What follows belongs to an exercise in optimizing a design on an open flow for small area, a short achievable clock period and few clock cycles; a production flow would make more cautious choices. RTL that was checked went through simulation tests only; none was proved equivalent to the original. The clock input has no modelled driver; a real chip could not lean on it and would need a root buffer or a full tree. No activity file was given, so power comes from the tool's default toggle rates.

// rx_packet_handler
module rx_packet_handler #(
	parameter DATA_WIDTH = 128,
	parameter DEBUG_EN = 0
	)(
	input  wire                    axi_clk,
	input  wire                    axi_aresetn,
	output wire [63:0]             m_axis_eth_tdata,
	output wire [7:0]              m_axis_eth_tuser,
	output wire                    m_axis_eth_tlast,
	output wire [7:0]              m_axis_eth_tkeep,
	output wire                    m_axis_eth_tvalid,
	input  wire                    m_axis_eth_tready,
	output wire [31:0]             addr_o,
	input  wire [DATA_WIDTH-1:0]   data_i,
	output wire                    en_o,
	output wire                    rst_o,
	output wire [DATA_WIDTH/8-1:0] wea_o,
	output wire                    wren_o,
	input  wire [31:0]             pkt_addr_i,
	input  wire [15:0]             pkt_len_i,
	input  wire                    pkt_addr_v_i,
	output wire                    pkt_ack_o
	);
Size in the first run: roughly 320 cells after synthesis, roughly 30 flip-flops, about 310 I/O pins, roughly 2600 um^2 of cells after synthesis.
==> flow/config.mk <==
export PLATFORM = sky130hd
export DESIGN_NAME = rx_packet_handler
export DESIGN_NICKNAME = rx_packet_handler
export VERILOG_FILES = /design/flow/design.v
export SDC_FILE = /design/flow/constraint.sdc
export NUM_CORES = 4
export LEC_CHECK = 0
export CAP_MARGIN = 20
export CORE_AREA = 4 4 104 104
export CTS_BUF_LIST = sky130_fd_sc_hd__clkbuf_8 sky130_fd_sc_hd__clkbuf_16
export CTS_CLUSTER_DIAMETER = 500
export CTS_CLUSTER_SIZE = 100
export DIE_AREA = 0 0 108 108
export SETUP_SLACK_MARGIN = 1.5
export SLEW_MARGIN = 20
export TNS_END_PERCENT = 5
==> flow/constraint.sdc <==
create_clock -name core_clock -period 3.0 [get_ports {axi_clk}]
set_input_delay 0.6000 -clock core_clock [delete_from_list [all_inputs] [get_ports {axi_clk}]]
set_output_delay 0.6000 -clock core_clock [all_outputs]
set_load 0.01 [all_outputs]
standard.sh (not shown) runs the stock make flow with config.mk's settings and CLKGATE_MAP_FILE= SYNTH_SCRIPT=/design/flow/synth_recipe.tcl, a recipe that flattens the netlist after the stock synthesis.
==> flow/flow/run.sh <==
#!/bin/bash
# Own layout flow: the standard flow (standard synthesis unchanged) with
# these changes:
# - the port buffers are the smallest buffer (buf_1) instead of the delay cell
#   buffer_ports picks by default; repair may still size them up;
# - one tie cell per constant value;
# - after CTS, the clock tree is cut down to a single buffer (flow/post_cts.tcl).
set -euo pipefail
here=$(pwd)
bash standard.sh \
  "BUFFER_PORTS_ARGS=-buffer_cell sky130_fd_sc_hd__buf_1" \
  "SKIP_REPAIR_TIE_FANOUT=1" \
  "POST_CTS_TCL=$here/flow/post_cts.tcl" \
  finish > flow_make.log 2>&1
Other scripts of this flow, unchanged in this note and not shown: flow/flow/post_cts.tcl
Testbench counts at the start, summed over its fixed seeds: cycles 108,353.
Edit:
- GPL_TIMING_DRIVEN: default -> 1
- SETUP_SLACK_MARGIN: 1.5 -> 1.3
- TNS_END_PERCENT: 5 -> default
Outcome: Count of clock-buffer cells in the layout stays the same; setup slack improves by 3.8 ps; final cell count goes down by 2.4%; synthesized area is unchanged; design area goes down by 6.7%; power goes down by 2.8%; worst hold slack hardly moves; register-to-register slack degrades by 120 ps; wire length goes down by 5.3%.

---

## job 5138
rx_packet_handler, a different RTL version from the one above (not shown whole).
Size in the first run: about 260 cells after synthesis, ~16 flip-flops, ~2300 um2 of cells after synthesis.
export LEC_CHECK = 0
export CAP_MARGIN = 20
export CORE_AREA = 4 4 68 68
export CTS_BUF_LIST = sky130_fd_sc_hd__clkbuf_4 sky130_fd_sc_hd__clkbuf_8
export DIE_AREA = 0 0 72 72
export SLEW_MARGIN = 20
create_clock -name core_clock -period 3.0 [get_ports {axi_clk}]
==> flow/flow/run.sh <==
#!/bin/bash
# Own layout flow: the standard flow (standard synthesis unchanged), with
# one change: the port buffers are the smallest buffer instead of the delay
# cell buffer_ports picks by default, and a single tie cell per constant value.
set -euo pipefail
bash standard.sh \
  "BUFFER_PORTS_ARGS=-buffer_cell sky130_fd_sc_hd__buf_1" \
  "SKIP_REPAIR_TIE_FANOUT=1" \
  finish > flow_make.log 2>&1
Job 5138 did not finish; a tool error ended it in 3_2_place_iop.
## Diff of input files: job 159 against job 5138
-- flow/config.mk --
<<< job 5138, line 9
export CORE_AREA = 4 4 68 68
>>> job 159, line 9
export CORE_AREA = 4 4 104 104
<<< job 5138, line 11
export DIE_AREA = 0 0 72 72
>>> job 159, line 11
export DIE_AREA = 0 0 108 108
export SETUP_SLACK_MARGIN = 1.4
## What came out
Job 159 reached the end of the flow, and the finished layout is clean on the timing, design-rule and antenna checks. Between job 159 and job 5138, the difference in number of library cell types mapped by synthesis is negligible. Simple-gate portion of the synthesized area: job 159 vs job 5138 identical. Between job 159 and job 5138, the total of flip-flops plus latches after synthesis figures differ only marginally. On share of cell area taken by muxes after synthesis, job 159 and job 5138 are basically level. Job 159 vs job 5138 on horizontal extent of the die: job 159 is the higher one. Starting utilization of the core area (lower): job 159. In job 159, die outline height is higher than in job 5138. Diff job 5138..job 159 | synthesized-area fraction occupied by xor and xnor cells | unchanged.
No run of this note included a check of the RTL's function; only the layout flow was run.

---

The RTL this note starts from:
==> flow/design.v <==
`timescale 1ns / 1ps
`default_nettype none
module rx_packet_handler #(
	parameter DATA_WIDTH = 128,
	parameter DEBUG_EN = 0
	)(
	input  wire                    axi_clk,
	input  wire                    axi_aresetn,
	output wire [63:0]             m_axis_eth_tdata,
	output wire [7:0]              m_axis_eth_tuser,
	output wire                    m_axis_eth_tlast,
	output wire [7:0]              m_axis_eth_tkeep,
	output wire                    m_axis_eth_tvalid,
	input  wire                    m_axis_eth_tready,
	output wire [31:0]             addr_o,
	input  wire [DATA_WIDTH-1:0]   data_i,
	output wire                    en_o,
	output wire                    rst_o,
	output wire [DATA_WIDTH/8-1:0] wea_o,
	output wire                    wren_o,
	input  wire [31:0]             pkt_addr_i,
	input  wire [15:0]             pkt_len_i,
	input  wire                    pkt_addr_v_i,
	output wire                    pkt_ack_o
	);
reg        valid;       
reg  [1:0] sel_lo;      
reg  [1:0] sel_hi;      
reg        beat_end;    
reg        tlast;       
reg        line_last;   
reg  [2:0] last_nkeep;  
reg        tpart;       
reg        ack_late;    
reg  [6:0] line;        
reg        first;       
reg        ack_next;    
reg        rd_idle;     
reg        rd_end;      
wire [11:0] len      = pkt_len_i[11:0];           
wire        len_z    = len[3:0] == 4'd0;           
wire        last_two = len_z | (len[3:0] > 4'd8);  
wire        one_line = len <= 12'd16;
wire [2:0] last_keep = ~last_nkeep;
wire rd      = pkt_addr_v_i & (rd_idle | (m_axis_eth_tready & rd_end));
wire rd_last = ack_next | (first & one_line);
wire next_last = len_z ? {1'b0, line} + 8'd2 == len[11:4]
                       : {1'b0, line} + 8'd1 == len[11:4];
wire valid_n    = rd | (valid & ~(m_axis_eth_tready & beat_end));
wire beat_end_n = rd ? rd_last & ~last_two : (m_axis_eth_tready | beat_end);
wire rd_end_n   = rd ? ack_next & ~last_two : (m_axis_eth_tready | beat_end);
wire ack_late_n = rd & first & one_line;
always @(posedge axi_clk) begin
	if (~axi_aresetn) begin
		valid    <= 1'b0;
		ack_late <= 1'b0;
		ack_next <= 1'b0;
		line     <= 7'd0;
		first    <= 1'b1;
		rd_idle  <= 1'b1;
	end else begin
		valid    <= valid_n;
		ack_late <= ack_late_n;
		rd_idle  <= ~valid_n & ~ack_late_n;
		if (rd) begin
			line     <= rd_last ? 7'd0 : line + 7'd1;
			first    <= rd_last;
			ack_next <= ~rd_last & next_last;
		end
	end
end
always @(posedge axi_clk) begin
	beat_end <= beat_end_n;
	rd_end   <= rd_end_n;
	if (rd) begin
		sel_lo     <= 2'b11;
		sel_hi     <= 2'b00;
		tlast      <= rd_last & ~last_two;
		tpart      <= rd_last & ~last_two & (len[2:0] != 3'd0);
		line_last  <= rd_last;
		last_nkeep <= ~len[2:0];
	end else if (m_axis_eth_tready) begin
		sel_lo[0]  <= 1'b0;
		sel_hi[0]  <= 1'b1;
		tlast      <= line_last;
		tpart      <= line_last & (last_nkeep != 3'd7);
	end
	if (~rd & m_axis_eth_tready & valid) begin
		sel_lo[1] <= 1'b0;
		sel_hi[1] <= 1'b1;
	end
end
genvar i;
generate
	for (i = 0; i < 64; i = i + 1) begin : g_tdata
		assign m_axis_eth_tdata[i] = (sel_lo[i/32] & data_i[i]) | (sel_hi[i/32] & data_i[64+i]);
	end
	for (i = 0; i < 8; i = i + 1) begin : g_tkeep
		assign m_axis_eth_tkeep[i] = ~tpart | (last_keep > i);
	end
endgenerate
assign m_axis_eth_tuser  = 8'h00;
assign m_axis_eth_tlast  = tlast;
assign m_axis_eth_tvalid = valid;
assign addr_o    = {15'd0, pkt_addr_i[16:11], line, 4'h0};
assign en_o      = rd;
assign rst_o     = 1'b0;
assign wea_o     = {(DATA_WIDTH/8){1'b0}};
assign wren_o    = 1'b0;
assign pkt_ack_o = ack_late | (rd & ack_next);
endmodule
`default_nettype wire
clock: 3.0 ns
lec_check: 0
cap_margin: 20
core_area: 4 4 104 104
cts_buf_list: sky130_fd_sc_hd__clkbuf_8 sky130_fd_sc_hd__clkbuf_16
cts_cluster_diameter: 500
cts_cluster_size: 100
die_area: 0 0 108 108
setup_slack_margin: 1.1
slew_margin: 20
Scripts as last shown in full above: flow/flow/run.sh
Next try:
==> flow/flow/run.sh (replaced) <==
#!/bin/bash
# Own layout flow: the standard flow (standard synthesis unchanged) with
# these changes:
# - the port buffers are the smallest buffer (buf_1) instead of the delay cell
#   buffer_ports picks by default; repair may still size them up;
# - one tie cell per constant value;
# - after CTS, the clock tree is cut down to a single buffer (flow/post_cts.tcl).
set -euo pipefail
here=$(pwd)
bash standard.sh \
  "BUFFER_PORTS_ARGS=-buffer_cell sky130_fd_sc_hd__buf_1" \
  "SKIP_REPAIR_TIE_FANOUT=1" \
  "POST_CTS_TCL=$here/flow/post_cts.tcl" \
  finish > flow_make.log 2>&1
==> flow/flow/post_cts.tcl (new file) <==
# Run after clock_tree_synthesis (ORFS POST_CTS_TCL hook). The design has only
# a few flip-flops, so the two-level tree CTS builds is replaced by its root
# buffer alone, sized up, driving every clock sink; the clock port still
# drives just that one buffer. The dummy load CTS added goes too.
set block [ord::get_db_block]
set port_net [$block findNet axi_clk]
set root ""
foreach it [$port_net getITerms] {
  if {$root ne ""} { error "clock port drives more than one cell" }
  set root [$it getInst]
}
set root_out ""
foreach it [$root getITerms] {
  if {[$it isOutputSignal]} { set root_out [$it getNet] }
}
set drop_insts {}
set drop_nets {}
foreach it [$root_out getITerms] {
  set inst [$it getInst]
  if {$inst eq $root} { continue }
  set master [[$inst getMaster] getName]
  if {![string match sky130_fd_sc_hd__clkbuf_* $master]} { continue }
  foreach jt [$inst getITerms] {
    if {[$jt isOutputSignal]} {
      set net [$jt getNet]
      foreach kt [$net getITerms] {
        if {[$kt getInst] eq $inst} { continue }
        set load [$kt getInst]
        if {[string match clkload* [$load getName]]} {
          lappend drop_insts $load
          continue
        }
        $kt disconnect
        $kt connect $root_out
      }
      lappend drop_nets $net
    }
  }
  lappend drop_insts $inst
}
foreach inst $drop_insts {
  puts "post_cts: removing [$inst getName]"
  odb::dbInst_destroy $inst
}
foreach net $drop_nets {
  if {[llength [$net getITerms]] == 0} { odb::dbNet_destroy $net }
}
set db [ord::get_db]
$root swapMaster [$db findMaster sky130_fd_sc_hd__clkbuf_16]
puts "post_cts: [$root getName] now drives [llength [$root_out getITerms]] pins"
detailed_placement
estimate_parasitics -placement
report_clock_min_period
Outcome: Setup slack loses 110 ps; fmax decreases by a few percent; design area falls slightly; sequential share of layout area rose by 0.23 points; clock-buffer cell count decreases by 2; synthesized area does not change; worst hold slack gets worse by 7.0 ps; core utilization goes down by 0.52 points; clock skew barely changes.
Function was not checked in any run of this note: the RTL went through the layout flow alone.

[separate check: timing with driven ports]
The flow's constraints put no driver on any port. The routed layouts listed below were extracted and timed again, unchanged, in two steps. Step 1, drivers: a clkbuf_16 drives axi_clk and a buf_2 each remaining input, both assumed. Step 2 adds t to the input delays and takes it off the output delays; t is the mean of the earliest and latest rising clock arrival at the registers after step 1. Input paths then give back, and output paths get back, about the clock's delay inside the block. Three values: no drivers, after step 1, after step 2; two values: the first two.
run | shift t [ns] | slack for setup (ns) | worst setup path at the end
the first run of note 1 | 0.201 | 1.316 / 1.295 / 1.177 | input to register
the second run of note 1 | 0.201 | 1.320 / 1.287 / 1.186 | input to register
job 159 | 0.279 | 0.841 / 0.814 / 0.983 | input to register
the first run of note 3 | 0.289 | 1.061 / 1.009 / 0.757 | input to register
the second run of note 3 | 0.188 | 0.950 / 0.931 / 0.743 | input to register
After both steps every run listed still meets setup and hold. For the first run of note 3, which loses most, drivers alone change the setup slack by -0.052 ns; drivers and shift together by -0.304 ns.
